This design comes from an exercise in tuning for small area on the open sky130 flow, not from production work.
Only simulation tests tie the RTL to the original design; equivalence was not proved.
Power and IR drop assume default switching activity.

## design/flow/config.mk

```make
export PLATFORM = sky130hd
export DESIGN_NAME = conv_window
export DESIGN_NICKNAME = conv_window
export VERILOG_FILES = /design/flow/design.v
export SDC_FILE = /design/flow/constraint.sdc
export NUM_CORES = 8
export LEC_CHECK = 0
export CAP_MARGIN = 30
export CORE_MARGIN = 2
export CORE_UTILIZATION = 88
export SLEW_MARGIN = 30
```

## design/flow/constraint.sdc

```tcl
create_clock -name core_clock -period 7.0 [get_ports {clk}]
set_input_delay 1.4000 -clock core_clock [delete_from_list [all_inputs] [get_ports {clk}]]
set_output_delay 1.4000 -clock core_clock [all_outputs]
set_load 0.01 [all_outputs]
```

## design/flow/design.v

```verilog
`timescale 1ns / 1ps
module line_buffer #(
    parameter DATA_WIDTH = 16,
    parameter IMG_WIDTH  = 64,
    parameter RING       = 8
)(
    input  wire                  clk,
    input  wire                  shift,
    input  wire                  rotate,
    input  wire [DATA_WIDTH-1:0] ring_in,
    output wire [DATA_WIDTH-1:0] w00, w01, w02,
    output wire [DATA_WIDTH-1:0] w10, w11, w12,
    output wire [DATA_WIDTH-1:0] w20, w21, w22
);
    localparam DEPTH = 2*IMG_WIDTH + 2;
    reg [DATA_WIDTH-1:0] sr [0:DEPTH-1];
    reg [DATA_WIDTH-1:0] last;     
    function integer ring_first(input integer k);
        ring_first = (k / RING) * RING;
    endfunction
    function integer ring_last(input integer k);
        ring_last = ((k / RING) * RING + RING - 1 < DEPTH - 1) ?
                    (k / RING) * RING + RING - 1 : DEPTH - 1;
    endfunction
    integer k;
    always @(posedge clk) begin
        for (k = 0; k < DEPTH; k = k + 1) begin
            if (k == ring_first(k)) begin
                sr[k] <= ({DATA_WIDTH{shift}}  & ((k == 0) ? ring_in : sr[k-1]))
                       | ({DATA_WIDTH{rotate}} & sr[ring_last(k)]);
            end else begin
                sr[k] <= sr[k-1];
            end
        end
        last <= sr[DEPTH-1];
    end
    assign w22 = sr[0];
    assign w21 = sr[1];
    assign w20 = sr[2];
    assign w12 = sr[IMG_WIDTH];
    assign w11 = sr[IMG_WIDTH+1];
    assign w10 = sr[IMG_WIDTH+2];
    assign w02 = sr[2*IMG_WIDTH];
    assign w01 = sr[2*IMG_WIDTH+1];
    assign w00 = last;
endmodule
`timescale 1ns / 1ps
module sliding_window #(
    parameter DATA_WIDTH = 16,
    parameter IMG_WIDTH  = 64,
    parameter RING       = 8
)(
    input  wire                  clk,
    input  wire                  rst_n,
    input  wire [DATA_WIDTH-1:0] pixel_in,
    input  wire                  valid_in,
    output wire                  shift,
    output wire                  rotate,
    output reg  [DATA_WIDTH-1:0] ring_in,
    output reg                   valid_out
);
    localparam DLY   = RING - 1;
    localparam FIRST = 2*IMG_WIDTH + 2;       
    localparam RW    = $clog2(RING);
    reg [DATA_WIDTH-1:0] dly [0:DLY-1];
    reg [DLY-1:0]        pend;
    reg [RW-1:0]         rot;
    reg [RW-1:0]         rot_b;                
    reg [7:0]            cnt;                  
    wire                 full = (cnt == FIRST);
    reg          any_pend;
    reg [DLY-1:0] take;                        
    integer j;
    always @(*) begin
        any_pend = 1'b0;
        take     = {DLY{1'b0}};
        ring_in  = pixel_in;
        for (j = 0; j < DLY; j = j + 1)
            if (pend[j]) begin
                any_pend = 1'b1;
                take     = {DLY{1'b0}};
                take[j]  = 1'b1;
                ring_in  = dly[j];
            end
    end
    wire   avail  = any_pend || valid_in;
    assign shift  = (rot == 0) && avail;
    assign rotate = (rot_b != 0) || !avail;   
    wire   take_in = shift && !any_pend;       
    always @(posedge clk) begin
        dly[0] <= pixel_in;
        for (j = 1; j < DLY; j = j + 1)
            dly[j] <= dly[j-1];
    end
    always @(posedge clk or negedge rst_n) begin
        if (!rst_n) begin
            pend      <= 0;
            rot       <= 0;
            rot_b     <= 0;
            cnt       <= 0;
            valid_out <= 0;
        end else begin
            pend[0] <= valid_in && !take_in;
            for (j = 1; j < DLY; j = j + 1)
                pend[j] <= pend[j-1] && !(shift && take[j-1]);
            if (!shift)
                rot <= rot + 1'b1;
            if (rotate)
                rot_b <= rot_b + 1'b1;
            if (shift && !full)
                cnt <= cnt + 1'b1;
            valid_out <= shift && full;
        end
    end
endmodule
`timescale 1ns / 1ps
module conv_window #(
    parameter DATA_WIDTH = 16,
    parameter IMG_WIDTH  = 64
)(
    input  wire                  clk,
    input  wire                  rst_n,
    input  wire [DATA_WIDTH-1:0] pixel_in,
    input  wire                  valid_in,
    output wire [DATA_WIDTH-1:0] w00, w01, w02,
    output wire [DATA_WIDTH-1:0] w10, w11, w12,
    output wire [DATA_WIDTH-1:0] w20, w21, w22,
    output wire                  valid_out
);
    localparam RING = 8;
    wire                  shift, rotate;
    wire [DATA_WIDTH-1:0] ring_in;
    sliding_window #(
        .DATA_WIDTH(DATA_WIDTH),
        .IMG_WIDTH (IMG_WIDTH),
        .RING      (RING)
    ) u_sw (
        .clk      (clk),
        .rst_n    (rst_n),
        .pixel_in (pixel_in),
        .valid_in (valid_in),
        .shift    (shift),
        .rotate   (rotate),
        .ring_in  (ring_in),
        .valid_out(valid_out)
    );
    line_buffer #(
        .DATA_WIDTH(DATA_WIDTH),
        .IMG_WIDTH (IMG_WIDTH),
        .RING      (RING)
    ) u_lb (
        .clk      (clk),
        .shift    (shift),
        .rotate   (rotate),
        .ring_in  (ring_in),
        .w00(w00), .w01(w01), .w02(w02),
        .w10(w10), .w11(w11), .w12(w12),
        .w20(w20), .w21(w21), .w22(w22)
    );
endmodule
```

## design/flow/flow/run.sh

```bash
#!/bin/bash
# Standard layout, with two changes: port buffers use the smallest buffer,
# and clock tree synthesis gets explicit clustering and no dummy loads.
set -euo pipefail
export BUFFER_PORTS_ARGS="-buffer_cell sky130_fd_sc_hd__buf_1"
export CTS_ARGS="-sink_clustering_enable -repair_clock_nets -sink_clustering_size 12 -sink_clustering_max_diameter 35 -buf_list sky130_fd_sc_hd__clkbuf_4 -dont_use_dummy_load"

bash standard.sh finish > standard.log 2>&1
```

## design/flow/standard.sh

```bash
#!/bin/bash
# synth_recipe.tcl (not shown) runs the flow's synth.tcl, then flattens the netlist and writes it again
# the make line also repeats each setting of config.mk as NAME=value (left out here)
make -C /OpenROAD-flow-scripts/flow DESIGN_CONFIG=/design/flow/config.mk WORK_HOME=/design/flow/orfs CLKGATE_MAP_FILE= SYNTH_SCRIPT=/design/flow/synth_recipe.tcl "${@:-finish}"
```

==> impl_metrics.yaml, run 1 <==
floorplan:
  die_x_microns: 240
  rows: 86
  pin_count: 164
  die_h_microns: 240
  start_util: 0.892
yosys:
  synth_flop_cell: "dfxtp_1"
  synthArstFlopShare: 0.00987
  yosysSeqAreaShare: 0.909
  syn_area_sq_um: 49200
  ys_warn_count: 4
  syn_nets: 2840
  synth_enable_flop_cells: 0
  synth_cell_types: 51
  avgSynthCellArea_sq_um: 17.5
  synth-seq-cells: 2230
  synth_cells: 2815
outcome:
  stop_stage: "detailed placement (3_5_place_dp)"
  firstError: "Error: detail_place.tcl, 38 bad optional access"
  outcome: "stopped before the end"
placement:
  numPortBuffers: 163
  gp_congestion: 0.829
-- synthesized netlist by cell type (all sizes together) (2+ instances only) --
library cell  number  share of area
ha                 6         0.0015
a22o             256          0.046
a32oi              2        0.00036
o2111ai            8         0.0014
a222oi             8         0.0016
nor2              14         0.0011
nand2b            11         0.0014
o22a               4        0.00071
nand3              2        0.00020
dfxtp           2208           0.90
buf               66          0.010
a21oi              4        0.00041
o31ai              2        0.00030
nand3b             2        0.00030
a211o              7         0.0012
nand4              5        0.00064
clkbuf            14         0.0011
or2                5        0.00064
a21boi             2        0.00030
o2bb2ai            2        0.00036
a31oi              3        0.00051
nor3               2        0.00020
nor2b              5        0.00064
o22ai             17         0.0022
mux2               6         0.0014
a32o               7         0.0014
nand2             26         0.0020
a22oi             12         0.0018
xnor2              9         0.0016
o221ai             8         0.0014
a211oi             2        0.00030
mux2i              9         0.0018
dfrtp             22          0.011
and3               2        0.00025
inv               36         0.0027
a221oi             4        0.00071
o21ai              8        0.00081
and2               2        0.00025
-- power by group through the flow --
stage	logic, mW	clock network (mW)	registers [mW]
after floorplan	1.01	0	14.4
after global placement	1.25	0	14.5
-- kinds of logic after synthesis --
logic type                 synth area share
adders and majority gates           0.00153
buffers and inverters                0.0139
DFF                                   0.909
AOI/OAI and AO/OA                    0.0622
and+or+nand+nor                     0.00813
muxes                               0.00320
xor gates and xnor gates            0.00178
-- metrics by stage --
step           cells  worst slack (ps)
2_1_floorplan   2815              4470
3_3_place_gp    3651              3090
-- worst min-delay path by stage --
| stage | cells past startpoint | slack, ps | end | start |
|---|---|---|---|---|
| floorplan | 0 | 310 | u_lb.sr[100][0]$_DFF_P_ | u_lb.sr[99][0]$_DFF_P_ |
| global placement | 0 | 310 | u_lb.sr[61][5]$_DFF_P_ | u_lb.sr[60][5]$_DFF_P_ |
==> inputs of run 2 (changes only) <==
--- a/design/flow/config.mk
+++ b/design/flow/config.mk
@@ -7,5 +7,5 @@
 export LEC_CHECK = 0
 export CAP_MARGIN = 30
 export CORE_MARGIN = 2
-export CORE_UTILIZATION = 88
+export CORE_UTILIZATION = 75
 export SLEW_MARGIN = 30
==> run 2 against run 1 <==
- now clean on timing, DRC and antenna
- synthesized area unchanged
- synthesized cell count unchanged
==> impl_metrics.yaml, run 2 <==
drt:
  dr.first_iter.drc_count: 973
  ant_nets: 0
  routed_via_density: 5.02
  drt_wl_total_microns: 68200
  drc: 0
  vias: 19952
  wl_per_cell_microns: 17.2
  first_pass_iters: 6
clock_network:
  post-cts-setup-buffers: 0
  cts_max_level: 4
  cts_tree: "done"
  clk_pin_slew_ps: 110
  cts-root-buf: "clkbuf_4"
  cts_buffers: 210
  cts_sinks: 2230
  clk_latency_ps: 1020
  cts_buffer_depth: 3
  cts_resized: 0
  hold_buffers: 0
power:
  p_switching_mw: 4.78
  pwr-share-comb: 0.066
  peakVddDrop_v: 0.000333
  clockPowerShare: 0.232
  leakage_nw: 20.9
  powerDensity_nw_per_um2: 391
  intPower_mw: 15.6
  pwr-share-seq: 0.701
  p_sw_frac: 0.235
floorplan:
  coreArea_sq_um: 64700
  pin_count: 164
  rows: 93
  floorplan.die_area_sq_um: 67700
  start_util: 0.761
  die_h_microns: 260
  die_x_microns: 260
layout:
  mostFrequentLayoutCells: "dfxtp_1, a22o_1, clkbuf_4"
  largest_register: "u_lb.sr"
  mostFrequentLayoutCell: "dfxtp_1"
  drive_gt1_frac: 0.0748
  reg_top3: "u_lb.sr x2080, u_sw.dly x112, u_lb.last x16"
  layout.nets: 3143
  fill_cells: 3397
  layout.cells.non_filler: 3973
  multi_input_area_sq_um: 3790
  regArea_sq_um: 44800
  largest_reg_flops: 2080
  layout-area-overhead-vs-synth_pct: 5.78
yosys:
  synth.top_cell.area_share: 0.898
  yosysTopAreaCell: "dfxtp_1"
  netlist_top_cells_count: "dfxtp_1, a22o_1, buf_2, inv_1"
  syn_nets: 2840
  yosysSeqAreaShare: 0.909
  synth_enable_flop_cells: 0
  synthArstFlopShare: 0.00987
  synth.top_cells.by_area: "dfxtp_1, a22o_1, dfrtp_1"
  ys_warn_count: 4
  syn_area_sq_um: 49200
  synth_cells: 2815
  avgSynthCellArea_sq_um: 17.5
  synth-seq-cells: 2230
  synth_most_common_cell: "dfxtp_1"
  synth_cell_types: 51
  synth_flop_cell: "dfxtp_1"
sta:
  hold_viol_final: 0
  finalSetupTns_ps: 0
  maxSlewHeadroom: 0.357
  grt_setup_unrepaired: "no"
  slew_viol_final: 0
  finalCriticalPeriod_ps: 3630
  fin_skew_ps: 70.7
  max_freq_ghz: 0.276
  setup_viol: 0
  fin_crit_sh: 0.518
  tightest_slew_ps: 961
placement:
  hpwlAfterDp_microns: 40200
  gp_congestion: 0.807
  numPortBuffers: 163
  post-place-cells: 3761
min_path:
  hold_path_class: "reg -> reg"
grt:
  grt_pass1_vias: 21115
  grt_max_degree: 162
  antenna_found_initial: 1
  grt_pass1_wl_microns: 110000
  track_usage: 0.207
  overflow: 0
critical_path:
  crit_path_end_kind: "flip-flop"
  cp-start-kind: "flip-flop"
  critical_path.max_fanout: 161
  path_class: "reg -> reg"
  required_ps: 7900
  cp.arrival_ps: 4530
outcome:
  outcome: "timing/DRC/antenna clean"
run:
  cap_viol_max_count: 0
## run 2: cell counts after synthesis
No cell type changed its count.
## run 2: cell type report
type	instances	area share
diodes	2	0.0000961
clock buffers	210	0.0303
inverters	36	0.00260
multi-input cells	469	0.0729
flip-flops and latches	2230	0.860
well taps	855	0.0205
repair buffers	171	0.0140
## run 2: worst max-delay path, cell delays in order (launching register included)
cell,delay [ps]
dfrtp_1,610
nor2_1,830
a311o_2,470
buf_12,590
buf_4,670
a22o_1,260
## run 2: logic make-up after synthesis
family / Yosys count / synth area share
mux: 15 / 0.00320
fa+ha+maj: 6 / 0.00153
simple gates: 78 / 0.00813
flops: 2230 / 0.909
buf+inv: 116 / 0.0139
xor+xnor: 10 / 0.00178
compound gates: 360 / 0.0622
## run 2: path summary, 6_finish.rpt
kind | slack, ps | end | cells past startpoint | start
setup / recovery | 3370 | u_lb.sr[80][1]$_DFF_P_ | 5 | u_sw.pend[2]$_DFF_PN0_
hold / removal | 290 | u_lb.sr[71][8]$_DFF_P_ | 0 | u_lb.sr[70][8]$_DFF_P_
setup reg to reg | 3370 | u_lb.sr[80][1]$_DFF_P_ | 5 | u_sw.pend[2]$_DFF_PN0_
hold reg to reg | 290 | u_lb.sr[71][8]$_DFF_P_ | 0 | u_lb.sr[70][8]$_DFF_P_
max in group asynchronous | 6350 | u_sw.cnt[1]$_DFFE_PN0P_ | 2 | rst_n
min in group asynchronous | 360 | u_sw.pend[4]$_DFF_PN0_ | 2 | rst_n
## run 2: metrics by stage
stage / setup WS (ps) / hold WS [ps] / cell area [sq um] / total power [mW] / utilization
finish: 3370 / 291 / 52100 / 20.4 / 0.805
global route: 3200 / 268 / 52100 / 21.2 / 0.805
CTS: 3420 / 217 / 52100 / 20.6 / 0.805
detailed placement: 3100 / 312 / 50500 / 15.9 / 0.780
global placement: 3160 / 310 / 50500 / 15.8 / 0.780
floorplan: 4470 / 310 / 49200 / 15.4 / -
## run 2: routing by layer
metal / part of all wire / wire length (microns) / GRT usage / up-vias
met5: 0 / 0 / 0 / -
li1: - / - / - / 9873
met1: 0.46 / 31300 / 0.276 / 9644
met2: 0.49 / 33200 / 0.340 / 323
met3: 0.035 / 2420 / 0.0469 / 112
met4: 0.019 / 1280 / 0.0724 / 0
## run 2: power groups by stage
| stage | Combinational (mW) | Clock [mW] | Sequential (mW) |
|---|---|---|---|
| after detailed placement | 1.35 | 0 | 14.6 |
| after global routing | 1.47 | 5.37 | 14.4 |
| after global placement | 1.30 | 0 | 14.5 |
| final | 1.35 | 4.73 | 14.3 |
| after CTS | 1.36 | 4.90 | 14.3 |
| after floorplan | 1.01 | 0 | 14.4 |
==> inputs of run 3 (changes only) <==
--- a/design/flow/config.mk
+++ b/design/flow/config.mk
@@ -7,5 +7,5 @@
 export LEC_CHECK = 0
 export CAP_MARGIN = 30
 export CORE_MARGIN = 2
-export CORE_UTILIZATION = 75
+export CORE_UTILIZATION = 70
 export SLEW_MARGIN = 30
==> run 3 against run 2 <==
- still clean
- fmax up 13%
- non-clock buffer count unchanged
- clock power about the same
- design area grew 0.24%
- synthesized cell count unchanged
- synthesized area stayed put
- total power decreased by 0.17%
- via count decreased by 0.49%
- setup slack improved by 430 ps
- critical endpoint is now u_lb.sr[72][6]$_DFF_P_
- largest cell class unchanged
==> impl_metrics.yaml, run 3 <==
layout:
  mostFrequentLayoutCells: "dfxtp_1, a22o_1, clkbuf_4"
  layout.cells.non_filler: 4061
  mostFrequentLayoutCell: "dfxtp_1"
  final_core_util: 0.748
  layout-area-overhead-vs-synth_pct: 6.03
  layout.nets: 3145
  largest_reg_flops: 2080
  largest_register: "u_lb.sr"
  drive_gt1_frac: 0.0754
  reg_top3: "u_lb.sr x2080, u_sw.dly x112, u_lb.last x16"
yosys:
  synth-simple-area-share: 0.00813
  syn_nets: 2840
  avgSynthCellArea_sq_um: 17.5
  synth.top_cells.by_area: "dfxtp_1, a22o_1, dfrtp_1"
  synth_fa_ha_area_frac: 0.00153
  synth_most_common_cell: "dfxtp_1"
  synth.top_cell.area_share: 0.898
  synth_flop_cell: "dfxtp_1"
  synth_cells: 2815
  synthArstFlopShare: 0.00987
  yosysTopAreaCell: "dfxtp_1"
  synth_enable_flop_cells: 0
  synth_cell_types: 51
  ys_warn_count: 4
  syn_area_sq_um: 49200
  synth_compound_area_frac: 0.0622
  synthXorXnorAreaFrac: 0.00178
  netlist_top_cells_count: "dfxtp_1, a22o_1, buf_2, inv_1"
  yosysSeqAreaShare: 0.909
  synth-seq-cells: 2230
  synth_mux_area_frac: 0.00320
  synth_top_family_by_area: "compound AO/OA/AOI/OAI gates"
clock_network:
  post-cts-setup-buffers: 0
  clk_latency_ps: 1020
  clk_pin_slew_ps: 110
  hold_buffers: 0
  cts_tree: "done"
  cts_buffer_depth: 3
  cts_sinks: 2230
  cts-root-buf: "clkbuf_4"
  cts_resized: 0
  cts_max_level: 4
  cts_buffers: 212
floorplan:
  pin_count: 164
  floorplan.die_area_sq_um: 72400
  die_h_microns: 269
  coreArea_sq_um: 69800
  start_util: 0.705
  die_x_microns: 269
  rows: 97
grt:
  grt_pass1_wl_microns: 108000
  use_met2: 0.300
  track_usage: 0.185
  grt_max_degree: 188
  antenna_found_initial: 1
  grt-busiest-layer: "met2"
  overflow: 0
  grt_use_met3: 0.0406
  grt_pass1_vias: 21008
  use_met1: 0.245
critical_path:
  rr_startpoint: "u_sw.pend[0]$_DFF_PN0_"
  crit_path_max_incr_delay_ps: 970
  reg2regPathDepth: 5
  critical_path.max_fanout: 155
  rrSetupSlack_ps: 3800
  crit_path_end_kind: "flip-flop"
  required_ps: 7880
  path_class: "reg -> reg"
  r2r_end: "u_lb.sr[72][6]$_DFF_P_"
  cpMaxStageDelayCell: "dfrtp_1"
  crit_path_cell_trace: "nor2_1 -> a31oi_4 -> buf_4 -> buf_12 -> a22o_1"
  cp-start-kind: "flip-flop"
  cp.arrival_ps: 4080
power:
  clockPowerShare: 0.232
  leakage_nw: 20.9
  p_switching_mw: 4.74
  pwr-share-comb: 0.066
  peakVddDrop_v: 0.000312
  p_sw_frac: 0.233
  intPower_mw: 15.6
  powerDensity_nw_per_um2: 390
  pwr-share-seq: 0.701
sta:
  grt_setup_unrepaired: "no"
  tightest_slew_ps: 937
  slew_viol_final: 0
  fin_crit_sh: 0.457
  setup_viol: 0
  finalCriticalPeriod_ps: 3200
  finalSetupTns_ps: 0
  fin_skew_ps: 111
  maxSlewHeadroom: 0.375
  hold_viol_final: 0
  max_freq_ghz: 0.313
min_path:
  hold_path_class: "reg -> reg"
  holdPathEnd: "u_lb.sr[87][9]$_DFF_P_"
  hp-start: "u_lb.sr[86][9]$_DFF_P_"
  min_path_cells: 0
drt:
  routed_via_density: 4.89
  first_pass_iters: 7
  drt_wl_total_microns: 65300
  drc: 0
  vias: 19854
  ant_nets: 0
  wl_per_cell_microns: 16.1
  dr.first_iter.drc_count: 881
placement:
  gp_congestion: 0.755
  numPortBuffers: 163
  hpwlAfterDp_microns: 36700
  post-place-cells: 3844
run:
  cap_viol_max_count: 0
outcome:
  outcome: "timing/DRC/antenna clean"
==> run 3: cell count changes in the layout (fill, tap and decap cells not counted), sizes merged <==
cell    before  now
clkbuf     210  212
diode        2    3
==> run 3: routing by layer <==
| layer | part of all wire | wire length, microns | vias up |
|---|---|---|---|
| li1 | - | - | 9873 |
| met1 | 0.47 | 30700 | 9568 |
| met2 | 0.47 | 31000 | 292 |
| met3 | 0.033 | 2160 | 121 |
| met4 | 0.022 | 1410 | 0 |
| met5 | 0 | 0 | - |
==> run 3: layout make-up <==
| cell class | count | area, sq um |
|---|---|---|
| timing repair buffer | 171 | 729 |
| multi-input combinational | 469 | 3790 |
| clock buffer | 212 | 1590 |
| antenna | 3 | 7.51 |
| fill | 4267 | 17600 |
| tap | 940 | 1180 |
| inverter | 36 | 135 |
| sequential | 2230 | 44800 |
==> run 3: logic make-up after synthesis <==
logic type                 Yosys count
AOI/OAI and AO/OA                  360
adders and majority gates            6
xor gates and xnor gates            10
and+or+nand+nor                     78
muxes                               15
buffers and inverters              116
DFF                               2230
==> run 3: how the worst max path moves through the flow <==
stage	start	endpoint	slack, ps	cells past startpoint
2_1_floorplan	valid_in	u_lb.sr[104][0]$_DFF_P_	4470	6
3_3_place_gp	valid_in	u_lb.sr[80][10]$_DFF_P_	3460	6
3_5_place_dp	valid_in	u_lb.sr[72][11]$_DFF_P_	3450	6
4_1_cts	u_sw.pend[0]$_DFF_PN0_	u_lb.sr[80][9]$_DFF_P_	3860	5
5_1_grt	u_sw.pend[2]$_DFF_PN0_	u_lb.sr[80][5]$_DFF_P_	3650	5
6_report	u_sw.pend[0]$_DFF_PN0_	u_lb.sr[72][6]$_DFF_P_	3800	5
==> run 3: critical path, delay by kind of cell, from the launching register on <==
family / cells / cell delay, ps
and+or+nand+nor: 1 / 250
AOI/OAI and AO/OA: 2 / 510
buffers and inverters: 2 / 1120
DFF: 1 / 970
==> run 3: stage by stage <==
stage | hold slack [ps] | setup WS, ps | instance area, sq um | total power, mW
after global placement | 309 | 3460 | 50500 | 15.8
after detailed placement | 312 | 3450 | 50500 | 15.9
after floorplan | 310 | 4470 | 49200 | 15.4
final | 281 | 3800 | 52200 | 20.3
after CTS | 226 | 3860 | 52100 | 20.5
after global routing | 254 | 3650 | 52200 | 21.2
==> run 3: power groups by stage <==
stage	Combinational, mW	Clock (mW)	Sequential [mW]
5_1_grt	1.47	5.40	14.4
6_report	1.35	4.72	14.3
3_3_place_gp	1.32	0	14.5
3_5_place_dp	1.33	0	14.5
4_1_cts	1.34	4.93	14.3
2_1_floorplan	1.01	0	14.4
==> inputs of run 4 (changes only) <==
--- a/design/flow/config.mk
+++ b/design/flow/config.mk
@@ -8,4 +8,5 @@
 export CAP_MARGIN = 30
 export CORE_MARGIN = 2
 export CORE_UTILIZATION = 70
+export GPL_TIMING_DRIVEN = 0
 export SLEW_MARGIN = 30
==> run 4 against run 3 <==
- still clean
- critical path depth is 4 lower
- flip-flop and latch count did not move
- combinational power is 21% higher
- total power rose by 1.4%
- register-to-register slack better by 430 ps
- sequential share of layout area down 0.71 points
- setup slack better by 190 ps
- global-route usage rose by 0.88 points
- largest power group unchanged
==> impl_metrics.yaml, run 4 <==
outcome:
  outcome: "timing/DRC/antenna clean"
grt:
  grt_pass1_wl_microns: 111000
  grt_max_degree: 23
  overflow: 0
  antenna_found_initial: 2
  track_usage: 0.193
  grt_pass1_vias: 21406
clock_network:
  clk_pin_slew_ps: 130
  cts_sinks: 2230
  cts_resized: 0
  cts_tree: "done"
  post-cts-setup-buffers: 0
  clk_latency_ps: 1050
  cts_buffer_depth: 3
  cts_max_level: 4
  cts_buffers: 213
  cts-root-buf: "clkbuf_4"
  hold_buffers: 0
min_path:
  holdPathEnd: "u_lb.sr[9][11]$_DFF_P_"
  hp-start: "u_lb.sr[8][11]$_DFF_P_"
  min_path_cells: 0
  hold_path_class: "reg -> reg"
yosys:
  synth.top_cells.by_area: "dfxtp_1, a22o_1, dfrtp_1"
  yosysSeqAreaShare: 0.909
  synth-seq-cells: 2230
  synth_most_common_cell: "dfxtp_1"
  synth_flop_cell: "dfxtp_1"
  synth_cell_types: 51
  yosysTopAreaCell: "dfxtp_1"
  synthArstFlopShare: 0.00987
  syn_area_sq_um: 49200
  syn_nets: 2840
  ys_warn_count: 4
  synth_cells: 2815
  avgSynthCellArea_sq_um: 17.5
  synth_enable_flop_cells: 0
  netlist_top_cells_count: "dfxtp_1, a22o_1, buf_2, inv_1"
  synth.top_cell.area_share: 0.898
placement:
  numPortBuffers: 163
  post-place-cells: 3918
  gp_congestion: 0.826
  hpwlAfterDp_microns: 43100
  dp_slack_ps: 3330
floorplan:
  die_h_microns: 269
  coreArea_sq_um: 69800
  rows: 97
  start_util: 0.705
  die_x_microns: 269
  floorplan.die_area_sq_um: 72400
  pin_count: 164
power:
  powerDensity_nw_per_um2: 392
  total_power_mw: 20.6
  leakage_nw: 21.2
  peakVddDrop_v: 0.000338
sta:
  max_freq_ghz: 0.333
  setup_viol: 0
  tightest_slew_ps: 832
  fin_skew_ps: 109
  maxSlewHeadroom: 0.444
  fin_ws_ps: 3990
  finalSetupTns_ps: 0
  slew_viol_final: 0
  hold_viol_final: 0
  hold_slack_ps: 248
  finalCriticalPeriod_ps: 3010
  grt_setup_unrepaired: "no"
  fin_crit_sh: 0.430
drt:
  ant_nets: 0
  drt_wl_total_microns: 68700
  wl_per_cell_microns: 16.6
  first_pass_iters: 5
  routed_via_density: 4.91
  vias: 20323
  drc: 0
  dr.first_iter.drc_count: 877
layout:
  fill_cells: 4254
  regArea_sq_um: 44800
  layout.cells.non_filler: 4138
  largest_reg_flops: 2080
  mostFrequentLayoutCells: "dfxtp_1, a22o_1, clkbuf_4"
  mostFrequentLayoutCell: "dfxtp_1"
  reg_top3: "u_lb.sr x2080, u_sw.dly x112, u_lb.last x16"
  layout-area-overhead-vs-synth_pct: 6.92
  drive_gt1_frac: 0.0915
  multi_input_area_sq_um: 3780
  layout.nets: 3218
  largest_register: "u_lb.sr"
critical_path:
  crit_path_cell_trace: "buf_1"
  timing.critical_path.buf_inv: 1
  path_class: "reg -> out"
  reg2regPathDepth: 6
  critical_path.max_fanout: 2
  r2r_end: "u_lb.sr[32][2]$_DFF_P_"
  rrSetupSlack_ps: 4230
  crit_path_end_kind: "output port"
  rr_startpoint: "u_sw.pend[1]$_DFF_PN0_"
  critPathTopFamily: "flip-flops"
  cpMaxStageDelayCell: "dfxtp_1"
  required_ps: 5600
  cp.arrival_ps: 1610
  crit_path_max_incr_delay_ps: 370
  cp-start-kind: "flip-flop"
run:
  cap_viol_max_count: 0
==> run 4: worst max-delay path by stage <==
stage | startpoint | cells past startpoint | end
2_1_floorplan | valid_in | 6 | u_lb.sr[104][0]$_DFF_P_
5_1_grt | u_lb.sr[0][1]$_DFF_P_ | 1 | w22[1]
3_3_place_gp | valid_in | 6 | u_lb.sr[48][1]$_DFF_P_
3_5_place_dp | valid_in | 6 | u_lb.sr[32][2]$_DFF_P_
4_1_cts | u_lb.sr[0][1]$_DFF_P_ | 1 | w22[1]
6_report | u_lb.sr[0][1]$_DFF_P_ | 1 | w22[1]
==> run 4: cell families after synthesis <==
kind of cell / share of synthesized area
simple gates: 0.00813
compound gates: 0.0622
mux: 0.00320
buf+inv: 0.0139
fa+ha+maj: 0.00153
flops: 0.909
xor+xnor: 0.00178
==> run 4: routing by layer <==
metal,routed length [microns],vias up,part of all wire,track usage
li1,-,10045,-,-
met1,32600,9748,0.47,0.265
met2,31700,366,0.46,0.305
met3,2640,164,0.038,0.0418
met4,1780,0,0.026,0.0756
met5,0,-,0,0
==> run 4: area by class of cell <==
cell class / instances / share of cell area
tap: 940 / 0.0223
buffer: 80 / 0.0104
timing repair buffer: 163 / 0.0117
multi-input combinational: 469 / 0.0719
sequential: 2230 / 0.850
inverter: 36 / 0.00257
clock buffer: 213 / 0.0304
antenna: 7 / 0.000333
==> run 4: power by group <==
| part | internal [mW] | switching (mW) |
|---|---|---|
| clock network | 1.40 | 3.36 |
| registers | 13.8 | 0.429 |
| logic | 0.559 | 1.08 |
| total | 15.7 | 4.87 |
==> run 4: through the flow <==
stage,area (sq um),utilization
after floorplan,49200,-
after global placement,51000,0.731
after detailed placement,51000,0.731
after CTS,52600,0.754
after global routing,52600,0.754
final,52600,0.754
==> inputs of run 5 (changes only) <==
==> design/flow/flow/run.sh (replaced) <==
#!/bin/bash
# Standard layout, with two changes: port buffers use the smallest buffer,
# and clock tree synthesis gets explicit clustering and no dummy loads.
set -euo pipefail
export BUFFER_PORTS_ARGS="-buffer_cell sky130_fd_sc_hd__buf_1"
export CTS_ARGS="-sink_clustering_enable -repair_clock_nets -sink_clustering_size 11 -sink_clustering_max_diameter 30 -buf_list sky130_fd_sc_hd__clkbuf_4 -dont_use_dummy_load"

bash standard.sh finish > standard.log 2>&1
--- a/design/flow/config.mk
+++ b/design/flow/config.mk
@@ -8,5 +8,4 @@
 export CAP_MARGIN = 30
 export CORE_MARGIN = 2
 export CORE_UTILIZATION = 70
-export GPL_TIMING_DRIVEN = 0
 export SLEW_MARGIN = 30
==> run 5 against run 4 <==
- die area did not move
- synthesized area unchanged
- via count rose by 0.18%
- core utilization grew 0.054 points
- combinational power decreased by 18%
- design area barely moved
- total power is 1.3% higher
- still clean on timing, DRC and antenna
- critical path depth up 4
==> impl_metrics.yaml, run 5 <==
drt:
  drt_wl_total_microns: 66100
  routed_via_density: 4.94
  dr.max_layer_used: "met4"
  wl_met2_microns: 31400
  drc: 0
  wl_met3_microns: 2060
  ant_nets: 0
  dr.first_iter.drc_count: 810
  wl_met1_microns: 30600
  vias: 20359
  first_pass_iters: 5
  wl_per_cell_microns: 16.0
yosys:
  ys_warn_count: 4
  synth_enable_flop_cells: 0
  synth_cell_types: 51
  netlist_top_cells_count: "dfxtp_1, a22o_1, buf_2, inv_1"
  synth.top_cells.by_area: "dfxtp_1, a22o_1, dfrtp_1"
  yosysTopAreaCell: "dfxtp_1"
  synth_most_common_cell: "dfxtp_1"
  synth_flop_cell: "dfxtp_1"
  syn_area_sq_um: 49200
  synth-seq-cells: 2230
  yosysSeqAreaShare: 0.909
  synth.top_cell.area_share: 0.898
  syn_nets: 2840
  avgSynthCellArea_sq_um: 17.5
  synthArstFlopShare: 0.00987
  synth_cells: 2815
critical_path:
  reg2regPathDepth: 5
  cp.arrival_ps: 3990
  critPathTopFamily: "buffers and inverters"
  cp-start-kind: "flip-flop"
  critical_path.max_fanout: 155
  cpMaxStageDelayCell: "dfrtp_1"
  setup.worst_path.end: "u_lb.sr[40][9]$_DFF_P_"
  rr_startpoint: "u_sw.pend[0]$_DFF_PN0_"
  crit_path_max_incr_delay_ps: 960
  rrSetupSlack_ps: 3900
  r2r_end: "u_lb.sr[40][9]$_DFF_P_"
  cp-startpoint: "u_sw.pend[0]$_DFF_PN0_"
  path_class: "reg -> reg"
  crit_path_cell_trace: "nor2_1 -> a31oi_4 -> buf_4 -> buf_12 -> a22o_1"
  timing.critical_path.buf_inv: 2
  crit_path_end_kind: "flip-flop"
  crit_cells: 5
  required_ps: 7890
placement:
  numPortBuffers: 163
  place_area_sq_um: 50500
  dp_slack_ps: 3450
  gp_congestion: 0.755
  hpwlAfterDp_microns: 36700
layout:
  mostFrequentLayoutCell: "dfxtp_1"
  largest_reg_flops: 2080
  largest_register: "u_lb.sr"
  layout.nets: 3209
  layout-area-overhead-vs-synth_pct: 7.00
  drive_gt1_frac: 0.0940
  reg_top3: "u_lb.sr x2080, u_sw.dly x112, u_lb.last x16"
  mostFrequentLayoutCells: "dfxtp_1, clkbuf_4, a22o_1"
  final_area_sq_um: 52700
sta:
  tightest_slew_ps: 933
  hold_viol_final: 0
  finalSetupTns_ps: 0
  max_freq_ghz: 0.323
  fin_crit_sh: 0.443
  finalCriticalPeriod_ps: 3100
  slew_viol_final: 0
  fin_ws_ps: 3900
  fin_skew_ps: 83.0
  grt_setup_unrepaired: "no"
  maxSlewHeadroom: 0.378
  setup_viol: 0
power:
  intPower_mw: 16.0
  pwr-share-comb: 0.065
  peakVddDrop_v: 0.000312
  leakage_nw: 21.2
  p_switching_mw: 4.87
  clockPowerShare: 0.253
  powerDensity_nw_per_um2: 397
  pwr-share-seq: 0.683
  p_sw_frac: 0.233
clock_network:
  clk_latency_ps: 1050
  cts_tree: "done"
  hold_buffers: 0
  cts_buffers: 276
  cts_max_level: 5
  cts_sinks: 2230
  cts_buffer_depth: 4
  post-cts-setup-buffers: 0
  cts-root-buf: "clkbuf_4"
  clk_pin_slew_ps: 100
  cts_resized: 0
floorplan:
  die_x_microns: 269
  pin_count: 164
  coreArea_sq_um: 69800
  rows: 97
  die_h_microns: 269
  start_util: 0.705
  floorplan.die_area_sq_um: 72400
run:
  cap_viol_max_count: 0
grt:
  grt_pass1_wl_microns: 110000
  grt_pass1_vias: 21635
  overflow: 0
  track_usage: 0.188
  grt_max_degree: 188
  antenna_found_initial: 1
min_path:
  hold_path_class: "reg -> reg"
  hp-start: "u_lb.sr[94][4]$_DFF_P_"
outcome:
  outcome: "timing/DRC/antenna clean"
[run 5: how the worst min path moves through the flow]
stage,slack [ps],depth (start not counted),to
finish,250,0,u_lb.sr[95][4]$_DFF_P_
global route,260,2,u_sw.pend[4]$_DFF_PN0_
CTS,210,2,u_sw.pend[5]$_DFF_PN0_
detailed placement,310,0,u_lb.sr[103][12]$_DFF_P_
global placement,310,0,u_lb.sr[61][1]$_DFF_P_
floorplan,310,0,u_lb.sr[100][0]$_DFF_P_
[run 5: power by group through the flow]
stage	Clock (mW)	Combinational, mW	Sequential [mW]
floorplan	0	1.01	14.4
global placement	0	1.32	14.5
detailed placement	0	1.33	14.5
CTS	5.51	1.34	14.3
global route	6.02	1.48	14.4
finish	5.28	1.35	14.3
[run 5: metrics by stage]
step           utilization  hold WS, ps  std cells  power (mW)
4_1_cts              0.754          211       4120        21.1
2_1_floorplan            -          310       2815        15.4
5_1_grt              0.755          261       4123        21.9
3_3_place_gp         0.724          309       3844        15.8
6_report             0.755          252       4123        20.9
3_5_place_dp         0.724          312       3844        15.9
[run 5: layout make-up]
class / instances / area, sq um
sequential: 2230 / 44800
fill: 4201 / 17100
clock buffer: 276 / 2070
tap: 940 / 1180
multi-input combinational: 469 / 3790
antenna: 1 / 2.50
timing repair buffer: 171 / 729
inverter: 36 / 135
[run 5: logic make-up after synthesis]
group | Yosys count | synth area share
AOI/OAI and AO/OA | 360 | 0.0622
DFF | 2230 | 0.909
adders and majority gates | 6 | 0.00153
muxes | 15 | 0.00320
xor gates and xnor gates | 10 | 0.00178
buffers and inverters | 116 | 0.0139
and+or+nand+nor | 78 | 0.00813
[run 5: layer usage]
| metal | up-vias | track usage |
|---|---|---|
| met5 | - | 0 |
| met2 | 335 | 0.299 |
| met1 | 9838 | 0.245 |
| li1 | 10015 | - |
| met3 | 171 | 0.0414 |
| met4 | 0 | 0.0919 |
==> inputs of run 6 (changes only) <==
==> design/flow/flow/run.sh (replaced) <==
#!/bin/bash
# Standard layout, with two changes: port buffers use the smallest buffer,
# and clock tree synthesis gets explicit clustering and no dummy loads.
set -euo pipefail
export BUFFER_PORTS_ARGS="-buffer_cell sky130_fd_sc_hd__buf_1"
export CTS_ARGS="-sink_clustering_enable -repair_clock_nets -sink_clustering_size 20 -sink_clustering_max_diameter 45 -buf_list sky130_fd_sc_hd__clkbuf_8 -dont_use_dummy_load"

bash standard.sh finish > standard.log 2>&1
==> run 6 against run 5 <==
- combinational power is essentially flat
- first-iteration DRC count up 16%
- still clean
- sequential power is essentially flat
- sequential share of layout area is 0.17 points higher
- highest routed layer unchanged
- flip-flop and latch count unchanged
- total power fell by 0.38%
- die area stayed put
- largest cell class unchanged
==> impl_metrics.yaml, run 6 <==
outcome:
  outcome: "timing/DRC/antenna clean"
critical_path:
  r2r_end: "u_lb.sr[64][9]$_DFF_P_"
  cp-start-kind: "flip-flop"
  crit_path_max_incr_delay_ps: 770
  crit_path_cell_trace: "nor2_1 -> a311o_2 -> buf_12 -> buf_16 -> a22o_1"
  reg2regPathDepth: 5
  cpMaxStageDelayCell: "nor2_1"
  cp.arrival_ps: 3820
  path_class: "reg -> reg"
  rr_startpoint: "u_sw.pend[2]$_DFF_PN0_"
  rrSetupSlack_ps: 3870
  critPathTopFamily: "buffers and inverters"
  crit_path_end_kind: "flip-flop"
  crit_cells: 5
  required_ps: 7690
  critical_path.max_fanout: 107
  timing.critical_path.buf_inv: 2
power:
  powerDensity_nw_per_um2: 396
  leakage_nw: 21.0
  peakVddDrop_v: 0.000353
  total_power_mw: 20.8
yosys:
  synth.top_cell.area_share: 0.898
  synth_mux_area_frac: 0.00320
  yosysSeqAreaShare: 0.909
  synth_fa_ha_area_frac: 0.00153
  synth.top_cells.by_area: "dfxtp_1, a22o_1, dfrtp_1"
  syn_area_sq_um: 49200
  ys_warn_count: 4
  synthArstFlopShare: 0.00987
  synth_enable_flop_cells: 0
  synthXorXnorAreaFrac: 0.00178
  synth_cell_types: 51
  synth-seq-cells: 2230
  synth_most_common_cell: "dfxtp_1"
  synth-simple-area-share: 0.00813
  synth_flop_cell: "dfxtp_1"
  synth_top_family_by_area: "compound AO/OA/AOI/OAI gates"
  yosysTopAreaCell: "dfxtp_1"
  syn_nets: 2840
  synth_cells: 2815
  synth_compound_area_frac: 0.0622
  netlist_top_cells_count: "dfxtp_1, a22o_1, buf_2, inv_1"
  avgSynthCellArea_sq_um: 17.5
grt:
  antenna_found_initial: 1
  grt_pass1_vias: 20414
  track_usage: 0.183
  grt_max_degree: 188
  grt_pass1_wl_microns: 107000
  overflow: 0
min_path:
  holdPathEnd: "u_lb.sr[14][13]$_DFF_P_"
  min_path_cells: 0
  hp-start: "u_lb.sr[13][13]$_DFF_P_"
  hold_path_class: "reg -> reg"
layout:
  layout-area-overhead-vs-synth_pct: 6.78
  layout.cells.non_filler: 3990
  mostFrequentLayoutCells: "dfxtp_1, a22o_1, buf_1"
  largest_reg_flops: 2080
  final_area_sq_um: 52600
  largest_register: "u_lb.sr"
  mostFrequentLayoutCell: "dfxtp_1"
  drive_gt1_frac: 0.0544
  layout.nets: 3076
  reg_top3: "u_lb.sr x2080, u_sw.dly x112, u_lb.last x16"
  fill_cells: 4167
clock_network:
  cts_max_level: 4
  cts_resized: 0
  cts_buffer_depth: 3
  cts-root-buf: "clkbuf_8"
  clk_latency_ps: 800
  cts_sinks: 2230
  cts_tree: "done"
  clk_pin_slew_ps: 100
  cts_buffers: 144
  post-cts-setup-buffers: 0
  hold_buffers: 0
sta:
  grt_setup_unrepaired: "no"
  finalCriticalPeriod_ps: 3130
  fin_crit_sh: 0.447
  setup_viol: 0
  finalSetupTns_ps: 0
  hold_slack_ps: 272
  slew_viol_final: 0
  maxSlewHeadroom: 0.389
  max_freq_ghz: 0.320
  tightest_slew_ps: 917
  hold_viol_final: 0
  fin_skew_ps: 58.5
placement:
  post-place-cells: 3844
  place_area_sq_um: 50500
  numPortBuffers: 163
  hpwlAfterDp_microns: 36700
  gp_congestion: 0.755
drt:
  first_pass_iters: 5
  vias: 19570
  drc: 0
  wl_per_cell_microns: 16.3
  ant_nets: 0
  routed_via_density: 4.90
  drt_wl_total_microns: 65100
  dr.first_iter.drc_count: 942
floorplan:
  start_util: 0.705
  floorplan.die_area_sq_um: 72400
  rows: 97
  coreArea_sq_um: 69800
  die_x_microns: 269
  die_h_microns: 269
  pin_count: 164
run:
  cap_viol_max_count: 0
-- run 6: worst max-delay path by stage --
| stage | startpoint | endpoint | slack (ps) |
|---|---|---|---|
| 3_3_place_gp | valid_in | u_lb.sr[80][10]$_DFF_P_ | 3460 |
| 2_1_floorplan | valid_in | u_lb.sr[104][0]$_DFF_P_ | 4470 |
| 6_report | u_sw.pend[2]$_DFF_PN0_ | u_lb.sr[64][9]$_DFF_P_ | 3870 |
| 3_5_place_dp | valid_in | u_lb.sr[72][11]$_DFF_P_ | 3450 |
| 5_1_grt | u_sw.pend[2]$_DFF_PN0_ | u_lb.sr[64][9]$_DFF_P_ | 3690 |
| 4_1_cts | u_sw.pend[0]$_DFF_PN0_ | u_lb.sr[64][9]$_DFF_P_ | 3900 |
-- run 6: cells by family after synthesis --
| logic type | Yosys count |
|---|---|
| simple gates | 78 |
| xor+xnor | 10 |
| fa+ha+maj | 6 |
| flops | 2230 |
| compound gates | 360 |
| mux | 15 |
| buf+inv | 116 |
-- run 6: power breakdown --
group | switching [mW] | internal, mW | leakage [nW]
sequential | 0.472 | 13.8 | 18.2
combinational | 0.940 | 0.397 | 1.75
clock | 3.36 | 1.86 | 1.04
-- run 6: layer usage --
metal,vias up,global-route usage,part of all wire
met5,-,0,0
met4,0,0.0700,0.028
met3,148,0.0362,0.032
met2,288,0.297,0.47
met1,9476,0.246,0.47
li1,9658,-,-
-- run 6: metrics by stage --
| stage | setup WS [ps] | utilization |
|---|---|---|
| after floorplan | 4470 | - |
| after global placement | 3460 | 0.724 |
| after detailed placement | 3450 | 0.724 |
| after CTS | 3900 | 0.753 |
| after global routing | 3690 | 0.753 |
| final | 3870 | 0.753 |
-- run 6: layout make-up --
class	instances	area, sq um	share of cell area
repair buffers	170	713	0.0136
multi-input cells	469	3790	0.0722
well taps	940	1180	0.0224
inverters	36	135	0.00257
diodes	1	2.50	0.0000476
clock buffers	144	1980	0.0377
flip-flops and latches	2230	44800	0.852
==> inputs of run 7 (changes only) <==
==> design/flow/flow/run.sh (replaced) <==
#!/bin/bash
# Standard layout, with two changes: port buffers use the smallest buffer,
# and clock tree synthesis gets explicit clustering and no dummy loads.
set -euo pipefail
export BUFFER_PORTS_ARGS="-buffer_cell sky130_fd_sc_hd__buf_1"
export CTS_ARGS="-sink_clustering_enable -repair_clock_nets -sink_clustering_size 32 -sink_clustering_max_diameter 55 -buf_list sky130_fd_sc_hd__clkbuf_16 -dont_use_dummy_load"

bash standard.sh finish > standard.log 2>&1
==> run 7 against run 6 <==
- first-iteration DRC count rose by 9.2%
- clock power rose by 18%
- synthesized cell count did not move
- routed wire length rose by 2.1%
- count of clock-buffer cells in the layout fell by 38
- flip-flop and latch count did not move
- fmax rose by 0.68%
==> impl_metrics.yaml, run 7 <==
layout:
  mostFrequentLayoutCells: "dfxtp_1, a22o_1, buf_1"
  largest_register: "u_lb.sr"
  drive_gt1_frac: 0.0428
  fill_cells: 4006
  layout.nets: 3038
  largest_reg_flops: 2080
  mostFrequentLayoutCell: "dfxtp_1"
  layout.cells.non_filler: 3951
  final_area_sq_um: 53200
  layout-area-overhead-vs-synth_pct: 8.14
  reg_top3: "u_lb.sr x2080, u_sw.dly x112, u_lb.last x16"
  n_antenna_cell: 0
clock_network:
  cts_resized: 0
  clk_latency_ps: 680
  cts_tree: "done"
  cts_sinks: 2230
  cts_buffer_depth: 3
  cts-root-buf: "clkbuf_16"
  post-cts-setup-buffers: 0
  cts_buffers: 106
  clk_pin_slew_ps: 100
  cts_max_level: 3
  hold_buffers: 0
grt:
  grt_pass1_vias: 20105
  grt_max_degree: 188
  overflow: 0
  grt_pass1_wl_microns: 108000
  track_usage: 0.184
  antenna_found_initial: 0
drt:
  routed_via_density: 4.91
  drt_wl_total_microns: 66500
  dr.first_iter.drc_count: 1029
  first_pass_iters: 5
  wl_per_cell_microns: 16.8
  vias: 19387
  drc: 0
  ant_nets: 0
floorplan:
  floorplan.die_area_sq_um: 72400
  pin_count: 164
  start_util: 0.705
  coreArea_sq_um: 69800
  die_h_microns: 269
  rows: 97
  die_x_microns: 269
yosys:
  synth-seq-cells: 2230
  ys_warn_count: 4
  synth_most_common_cell: "dfxtp_1"
  synth.top_cells.by_area: "dfxtp_1, a22o_1, dfrtp_1"
  yosysSeqAreaShare: 0.909
  synth_cell_types: 51
  yosysTopAreaCell: "dfxtp_1"
  synth.top_cell.area_share: 0.898
  netlist_top_cells_count: "dfxtp_1, a22o_1, buf_2, inv_1"
  synth_enable_flop_cells: 0
  avgSynthCellArea_sq_um: 17.5
  syn_area_sq_um: 49200
  synth_flop_cell: "dfxtp_1"
  syn_nets: 2840
  synth_cells: 2815
  synthArstFlopShare: 0.00987
critical_path:
  rr_startpoint: "u_sw.pend[2]$_DFF_PN0_"
  cp.arrival_ps: 3680
  crit_path_end_kind: "flip-flop"
  r2r_end: "u_lb.sr[64][9]$_DFF_P_"
  cp-start-kind: "flip-flop"
  critical_path.max_fanout: 102
  path_class: "reg -> reg"
  required_ps: 7580
  reg2regPathDepth: 5
  rrSetupSlack_ps: 3890
sta:
  hold_viol_final: 0
  fin_skew_ps: 50.0
  hold_slack_ps: 287
  finalCriticalPeriod_ps: 3110
  slew_viol_final: 0
  fin_crit_sh: 0.444
  grt_setup_unrepaired: "no"
  maxSlewHeadroom: 0.415
  finalSetupTns_ps: 0
  fin_ws_ps: 3890
  setup_viol: 0
  max_freq_ghz: 0.322
  tightest_slew_ps: 877
min_path:
  min_path_cells: 0
  hold_path_class: "reg -> reg"
  holdPathEnd: "u_lb.sr[77][7]$_DFF_P_"
  hp-start: "u_lb.sr[76][7]$_DFF_P_"
power:
  powerDensity_nw_per_um2: 409
  leakage_nw: 21.2
  peakVddDrop_v: 0.000366
run:
  cap_viol_max_count: 0
placement:
  hpwlAfterDp_microns: 36700
  gp_congestion: 0.755
  numPortBuffers: 163
  post-place-cells: 3844
  dp_slack_ps: 3450
  place_area_sq_um: 50500
outcome:
  outcome: "timing/DRC/antenna clean"
[run 7: kinds of logic after synthesis]
| group | after synthesis | synth area share |
|---|---|---|
| flops | 2230 | 0.909 |
| compound gates | 360 | 0.0622 |
| buf+inv | 116 | 0.0139 |
| simple gates | 78 | 0.00813 |
| mux | 15 | 0.00320 |
| xor+xnor | 10 | 0.00178 |
| fa+ha+maj | 6 | 0.00153 |
[run 7: power breakdown]
group          switching, mW  total (mW)  internal [mW]
clock network           3.45        6.15           2.70
registers              0.478        14.3           13.8
logic                  0.941        1.34          0.397
total                   4.87        21.8           16.9
[run 7: through the flow]
step / utilization / power, mW
global placement: 0.724 / 15.8
CTS: 0.762 / 21.9
floorplan: - / 15.4
detailed placement: 0.724 / 15.9
finish: 0.763 / 21.8
global route: 0.763 / 22.6
[run 7: worst max path at each step]
| stage | to | slack (ps) | depth (start not counted) | from |
|---|---|---|---|---|
| CTS | u_lb.sr[64][9]$_DFF_P_ | 3870 | 5 | u_sw.pend[0]$_DFF_PN0_ |
| finish | u_lb.sr[64][9]$_DFF_P_ | 3890 | 5 | u_sw.pend[2]$_DFF_PN0_ |
| global placement | u_lb.sr[80][10]$_DFF_P_ | 3460 | 6 | valid_in |
| detailed placement | u_lb.sr[72][11]$_DFF_P_ | 3450 | 6 | valid_in |
| global route | u_lb.sr[64][9]$_DFF_P_ | 3670 | 5 | u_sw.pend[2]$_DFF_PN0_ |
| floorplan | u_lb.sr[104][0]$_DFF_P_ | 4470 | 6 | valid_in |
[run 7: critical path, stage by stage (launching register included)]
cell     delay [ps]
dfrtp_1         610
nor2_1          750
a311o_2         490
buf_12          430
buf_16          370
a22o_1          220
[run 7: layout make-up]
| cell class | instances | area (sq um) | share of cell area |
|---|---|---|---|
| well taps | 940 | 1180 | 0.0221 |
| clock buffers | 106 | 2650 | 0.0498 |
| flip-flops and latches | 2230 | 44800 | 0.841 |
| inverters | 36 | 135 | 0.00254 |
| multi-input cells | 469 | 3790 | 0.0713 |
| repair buffers | 170 | 713 | 0.0134 |
[run 7: layer usage]
metal	up-vias	track usage	part of all wire
met4	0	0.0569	0.026
met2	242	0.303	0.48
met1	9423	0.255	0.47
met3	124	0.0302	0.027
li1	9598	-	-
met5	-	0	0
==> inputs of run 8 (changes only) <==
==> design/flow/flow/run.sh (replaced) <==
#!/bin/bash
# Standard layout, with two changes: port buffers use the smallest buffer,
# and clock tree synthesis gets explicit clustering and no dummy loads.
set -euo pipefail
export BUFFER_PORTS_ARGS="-buffer_cell sky130_fd_sc_hd__buf_1"
export CTS_ARGS="-sink_clustering_enable -repair_clock_nets -sink_clustering_size 12 -sink_clustering_max_diameter 40 -buf_list sky130_fd_sc_hd__clkbuf_4 -dont_use_dummy_load"

bash standard.sh finish > standard.log 2>&1
==> run 8 against run 7 <==
- die area unchanged
- synthesized cell count unchanged
- fmax down 1.6%
- largest power group unchanged
- highest routed layer unchanged
==> impl_metrics.yaml, run 8 <==
layout:
  final_core_util: 0.747
  drive_gt1_frac: 0.0736
  mostFrequentLayoutCell: "dfxtp_1"
  largest_register: "u_lb.sr"
  mostFrequentLayoutCells: "dfxtp_1, a22o_1, clkbuf_4"
  largest_reg_flops: 2080
  reg_top3: "u_lb.sr x2080, u_sw.dly x112, u_lb.last x16"
  layout.nets: 3139
  layout-area-overhead-vs-synth_pct: 5.94
outcome:
  outcome: "timing/DRC/antenna clean"
placement:
  gp_congestion: 0.755
  numPortBuffers: 163
  hpwlAfterDp_microns: 36700
  dp_slack_ps: 3450
critical_path:
  crit_path_cell_trace: "nor2_1 -> a31oi_4 -> buf_4 -> buf_12 -> a22o_1"
  critPathTopFamily: "buffers and inverters"
  required_ps: 7890
  crit_path_end_kind: "flip-flop"
  cp-start-kind: "flip-flop"
  critical_path.max_fanout: 155
  cp.arrival_ps: 4040
  path_class: "reg -> reg"
  crit_path_max_incr_delay_ps: 970
  cpMaxStageDelayCell: "dfrtp_1"
  timing.critical_path.buf_inv: 2
drt:
  first_pass_iters: 6
  wl_per_cell_microns: 16.2
  dr.first_iter.drc_count: 933
  routed_via_density: 4.93
  ant_nets: 0
  drt_wl_total_microns: 65700
  drc: 0
  vias: 20008
yosys:
  synthArstFlopShare: 0.00987
  syn_nets: 2840
  synth_enable_flop_cells: 0
  syn_area_sq_um: 49200
  synth-seq-cells: 2230
  avgSynthCellArea_sq_um: 17.5
  synth_cell_types: 51
  synth.top_cell.area_share: 0.898
  synth_flop_cell: "dfxtp_1"
  yosysSeqAreaShare: 0.909
  synth.top_cells.by_area: "dfxtp_1, a22o_1, dfrtp_1"
  synth_most_common_cell: "dfxtp_1"
  synth_cells: 2815
  netlist_top_cells_count: "dfxtp_1, a22o_1, buf_2, inv_1"
  ys_warn_count: 4
  yosysTopAreaCell: "dfxtp_1"
grt:
  grt-busiest-layer: "met2"
  grt_use_met3: 0.0413
  antenna_found_initial: 1
  grt_max_degree: 188
  use_met1: 0.247
  track_usage: 0.186
  use_met2: 0.300
  grt_pass1_wl_microns: 109000
  overflow: 0
  grt_pass1_vias: 20998
floorplan:
  start_util: 0.705
  coreArea_sq_um: 69800
  rows: 97
  die_x_microns: 269
  pin_count: 164
  die_h_microns: 269
  floorplan.die_area_sq_um: 72400
clock_network:
  cts_resized: 0
  cts_sinks: 2230
  cts_tree: "done"
  cts_buffer_depth: 3
  post-cts-setup-buffers: 0
  clk_pin_slew_ps: 110
  clk_latency_ps: 1010
  cts_buffers: 206
  cts_max_level: 4
  cts-root-buf: "clkbuf_4"
  hold_buffers: 0
sta:
  max_freq_ghz: 0.317
  tightest_slew_ps: 933
  grt_setup_unrepaired: "no"
  fin_ws_ps: 3840
  finalSetupTns_ps: 0
  hold_slack_ps: 276
  hold_viol_final: 0
  setup_viol: 0
  maxSlewHeadroom: 0.378
  slew_viol_final: 0
  fin_crit_sh: 0.451
  finalCriticalPeriod_ps: 3160
  fin_skew_ps: 85.3
power:
  powerDensity_nw_per_um2: 389
  peakVddDrop_v: 0.000308
  leakage_nw: 20.9
run:
  cap_viol_max_count: 0
min_path:
  hold_path_class: "reg -> reg"
-- run 8: area by class of cell --
class,instances,area (sq um)
flip-flops and latches,2230,44800
fillers,4272,17600
multi-input cells,469,3790
clock buffers,206,1550
well taps,940,1180
repair buffers,171,729
inverters,36,135
diodes,3,7.51
-- run 8: final timing paths --
check | slack [ps] | start | end | depth (start not counted)
max | 3840 | u_sw.pend[0]$_DFF_PN0_ | u_lb.sr[96][8]$_DFF_P_ | 5
min | 280 | u_lb.sr[85][6]$_DFF_P_ | u_lb.sr[86][6]$_DFF_P_ | 0
max reg2reg | 3840 | u_sw.pend[0]$_DFF_PN0_ | u_lb.sr[96][8]$_DFF_P_ | 5
min reg2reg | 280 | u_lb.sr[85][6]$_DFF_P_ | u_lb.sr[86][6]$_DFF_P_ | 0
max in group asynchronous | 6350 | rst_n | u_sw.cnt[0]$_DFFE_PN0P_ | 2
min in group asynchronous | 330 | rst_n | u_sw.pend[5]$_DFF_PN0_ | 2
-- run 8: per-layer routing --
layer | part of all wire | wire length (microns) | vias up
met5 | 0 | 0 | -
met4 | 0.023 | 1480 | 0
met3 | 0.037 | 2450 | 141
met2 | 0.47 | 31200 | 337
met1 | 0.47 | 30600 | 9678
li1 | - | - | 9852
-- run 8: per-stage QoR --
stage | cell area, sq um | power (mW) | instances
3_3_place_gp | 50500 | 15.8 | 3844
4_1_cts | 52100 | 20.5 | 4050
3_5_place_dp | 50500 | 15.9 | 3844
6_report | 52100 | 20.3 | 4055
5_1_grt | 52100 | 21.2 | 4053
2_1_floorplan | 49200 | 15.4 | 2815
-- run 8: power by group --
part	internal (mW)	leakage (nW)	switching, mW
Combinational	0.406	1.76	0.945
Clock	1.36	0.948	3.34
Sequential	13.8	18.2	0.471
Total	15.5	20.9	4.75
-- run 8: logic make-up (layout without fill, tap and decap cells) --
logic type / Yosys count / count (layout) / synth area share
xor+xnor: 10 / 10 / 0.00178
flops: 2230 / 2230 / 0.909
simple gates: 78 / 78 / 0.00813
buf+inv: 116 / 413 / 0.0139
compound gates: 360 / 360 / 0.0622
other cells: 0 / 3 / 0
mux: 15 / 15 / 0.00320
fa+ha+maj: 6 / 6 / 0.00153
==> inputs of run 9 (changes only) <==
==> design/flow/run.sh (new file) <==
#!/bin/bash
# synth_recipe.tcl (not shown) runs the flow's synth.tcl, then flattens the netlist and writes it again
# the make line also repeats each setting of config.mk as NAME=value (left out here)
make -C /OpenROAD-flow-scripts/flow DESIGN_CONFIG=/design/flow/config.mk WORK_HOME=/design/flow/orfs CLKGATE_MAP_FILE= SYNTH_SCRIPT=/design/flow/synth_recipe.tcl finish
--- a/design/flow/config.mk
+++ b/design/flow/config.mk
@@ -8,4 +8,7 @@
 export CAP_MARGIN = 30
 export CORE_MARGIN = 2
 export CORE_UTILIZATION = 70
+export CTS_BUF_LIST = sky130_fd_sc_hd__clkbuf_4
+export CTS_CLUSTER_DIAMETER = 35
+export CTS_CLUSTER_SIZE = 12
 export SLEW_MARGIN = 30
removed: design/flow/flow/run.sh
removed: design/flow/standard.sh
==> run 9 against run 8 <==
- via count is 0.83% higher
- critical path depth is 4 lower
- routed wire length is 3.4% higher
- critical endpoint is now w22[12]
==> impl_metrics.yaml, run 9 <==
critical_path:
  critical_path.max_fanout: 2
  cp-start-kind: "flip-flop"
  crit_path_end_kind: "output port"
  path_class: "reg -> out"
  r2r_end: "u_lb.sr[40][11]$_DFF_P_"
  rrSetupSlack_ps: 3880
  critPathTopFamily: "buffers and inverters"
  rr_startpoint: "u_sw.pend[2]$_DFF_PN0_"
  crit_path_max_incr_delay_ps: 560
  timing.critical_path.buf_inv: 1
  crit_path_cell_trace: "clkdlybuf4s50_1"
  reg2regPathDepth: 4
  setup.worst_path.end: "w22[12]"
  required_ps: 5600
  cp-startpoint: "u_lb.sr[0][12]$_DFF_P_"
  crit_cells: 1
  cpMaxStageDelayCell: "clkdlybuf4s50_1"
  cp.arrival_ps: 2050
layout:
  layout-area-overhead-vs-synth_pct: 9.18
  mostFrequentLayoutCell: "dfxtp_1"
  largest_register: "u_lb.sr"
  reg_top3: "u_lb.sr x2080, u_sw.dly x112, u_lb.last x16"
  largest_reg_flops: 2080
  mostFrequentLayoutCells: "dfxtp_1, a22o_1, clkbuf_4"
  drive_gt1_frac: 0.0911
  fill_cells: 4105
  layout.nets: 3144
clock_network:
  clk_latency_ps: 1080
  cts_sinks: 2230
  cts-root-buf: "clkbuf_4"
  clk_pin_slew_ps: 110
  cts_tree: "done"
  hold_buffers: 0
  cts_buffers: 212
  cts_buffer_depth: 3
  cts_max_level: 4
  post-cts-setup-buffers: 0
  cts_resized: 0
yosys:
  synth.top_cells.by_area: "dfxtp_1, a22o_1, dfrtp_1"
  yosysTopAreaCell: "dfxtp_1"
  ys_warn_count: 4
  synth_compound_area_frac: 0.0622
  syn_area_sq_um: 49200
  synth-simple-area-share: 0.00813
  synth_cells: 2815
  synth_mux_area_frac: 0.00320
  synth_flop_cell: "dfxtp_1"
  synthXorXnorAreaFrac: 0.00178
  synth_fa_ha_area_frac: 0.00153
  synth_most_common_cell: "dfxtp_1"
  synth_top_family_by_area: "compound AO/OA/AOI/OAI gates"
  synth_cell_types: 51
  netlist_top_cells_count: "dfxtp_1, a22o_1, buf_2, inv_1"
  avgSynthCellArea_sq_um: 17.5
  synth_enable_flop_cells: 0
  synthArstFlopShare: 0.00987
  yosysSeqAreaShare: 0.909
  synth-seq-cells: 2230
  synth.top_cell.area_share: 0.898
  syn_nets: 2840
floorplan:
  pin_count: 164
  start_util: 0.705
  rows: 97
  floorplan.die_area_sq_um: 72400
  coreArea_sq_um: 69800
  die_x_microns: 269
  die_h_microns: 269
sta:
  max_freq_ghz: 0.290
  fin_crit_sh: 0.492
  hold_viol_final: 0
  finalCriticalPeriod_ps: 3450
  maxSlewHeadroom: 0.348
  tightest_slew_ps: 978
  slew_viol_final: 0
  finalSetupTns_ps: 0
  fin_skew_ps: 74.5
  grt_setup_unrepaired: "no"
  setup_viol: 0
drt:
  ant_nets: 0
  routed_via_density: 4.88
  drt_wl_total_microns: 67900
  vias: 20175
  drc: 0
  dr.first_iter.drc_count: 1026
  first_pass_iters: 6
  wl_per_cell_microns: 16.4
power:
  p_switching_mw: 4.96
  powerDensity_nw_per_um2: 393
  clockPowerShare: 0.251
  pwr-share-comb: 0.073
  leakage_nw: 21.6
  total_power_mw: 21.1
  intPower_mw: 16.2
  p_sw_frac: 0.235
  pwr-share-seq: 0.676
  peakVddDrop_v: 0.000345
placement:
  hpwlAfterDp_microns: 38200
  gp_congestion: 0.790
  numPortBuffers: 163
grt:
  grt_max_degree: 200
  antenna_found_initial: 2
  grt_pass1_wl_microns: 111000
  track_usage: 0.191
  overflow: 0
  grt_pass1_vias: 21226
run:
  cap_viol_max_count: 0
min_path:
  hold_path_class: "reg -> reg"
outcome:
  outcome: "timing/DRC/antenna clean"
-- run 9: worst min-delay path by stage --
stage,start,to,slack (ps),cells after the start
final,u_lb.sr[114][0]$_DFF_P_,u_lb.sr[115][0]$_DFF_P_,300,0
after global routing,rst_n,u_sw.pend[1]$_DFF_PN0_,240,1
after CTS,rst_n,u_sw.pend[2]$_DFF_PN0_,170,1
after detailed placement,u_lb.sr[115][10]$_DFF_P_,u_lb.sr[116][10]$_DFF_P_,310,0
after global placement,u_lb.sr[60][6]$_DFF_P_,u_lb.sr[61][6]$_DFF_P_,310,0
after floorplan,u_lb.sr[99][0]$_DFF_P_,u_lb.sr[100][0]$_DFF_P_,310,0
-- run 9: kinds of logic (layout without fill, tap and decap cells) --
family | count (synthesis) | in the layout
and+or+nand+nor | 78 | 78
xor gates and xnor gates | 10 | 10
buffers and inverters | 116 | 486
DFF | 2230 | 2230
muxes | 15 | 15
AOI/OAI and AO/OA | 360 | 360
adders and majority gates | 6 | 6
other | 0 | 6
-- run 9: final cells by class --
type	instances	area, sq um	share of cell area
clock inverters	38	312	0.00580
clock buffers	242	1820	0.0338
diodes	6	15.0	0.000279
inverters	36	135	0.00251
well taps	940	1180	0.0219
repair buffers	170	1740	0.0323
multi-input cells	469	3790	0.0706
flip-flops and latches	2230	44800	0.833
-- run 9: routing by layer --
| layer | vias to the layer above | wire length [microns] | global-route usage |
|---|---|---|---|
| met5 | - | 0 | 0 |
| met4 | 0 | 1610 | 0.0784 |
| met3 | 136 | 2460 | 0.0438 |
| met2 | 339 | 32400 | 0.305 |
| met1 | 9736 | 31400 | 0.254 |
| li1 | 9964 | - | - |
-- run 9: metrics by stage --
stage,setup slack (ps),cell area [sq um],util,hold slack (ps),instances
2_1_floorplan,4470,49200,-,310,2815
3_3_place_gp,3140,51500,0.739,310,3843
3_5_place_dp,3120,51500,0.739,312,3843
4_1_cts,3400,53700,0.769,171,4123
5_1_grt,3420,53700,0.770,237,4131
6_report,3550,53700,0.770,296,4131
-- run 9: power groups by stage --
stage | clock network [mW] | registers [mW] | logic, mW
after floorplan | 0 | 14.4 | 1.01
after global placement | 0 | 14.5 | 1.49
after detailed placement | 0 | 14.6 | 1.53
after CTS | 5.50 | 14.3 | 1.54
after global routing | 6.00 | 14.4 | 1.67
final | 5.31 | 14.3 | 1.55

static timing again, ports no longer ideal:
The results above use ideal ports. As a check the final layouts listed here were re-extracted and re-timed, cells and wires unchanged.
Step 1 assumes that a clkbuf_16 drives the clock port and a buf_2 every other input.
Step 2 moves the port delays by t, midway between the first and last clock arrival at a register: inputs arrive t later, outputs are due t later. That takes back most of the time a late clock gives input paths.
a / b / c = ideal / step 1 / step 2; a / b = the first two.
run | t (ns) | setup slack, ns | worst setup path after step 2 | pins driven straight from the clock port
run 2 | 1.041 | 3.374 / 3.374 / 3.100 | input to register | 1
run 3 | 1.022 | 3.804 / 3.804 / 3.361 | input to register | 1
run 4 | 1.058 | 3.993 / 3.932 / 3.450 | input to register | 1
run 5 | 1.056 | 3.901 / 3.901 / 3.425 | input to register | 1
run 6 | 0.816 | 3.873 / 3.873 / 3.423 | input to register | 1
run 7 | 0.713 | 3.894 / 3.894 / 3.449 | input to register | 1
run 8 | 1.032 | 3.844 / 3.844 / 3.402 | input to register | 1
run 9 | 1.103 | 3.554 / 3.492 / 3.146 | input to register | 1
After both steps every run listed still meets setup and hold. The setup slack of run 4, which loses most, moves by -0.061 ns with the drivers and by -0.543 ns with both steps.
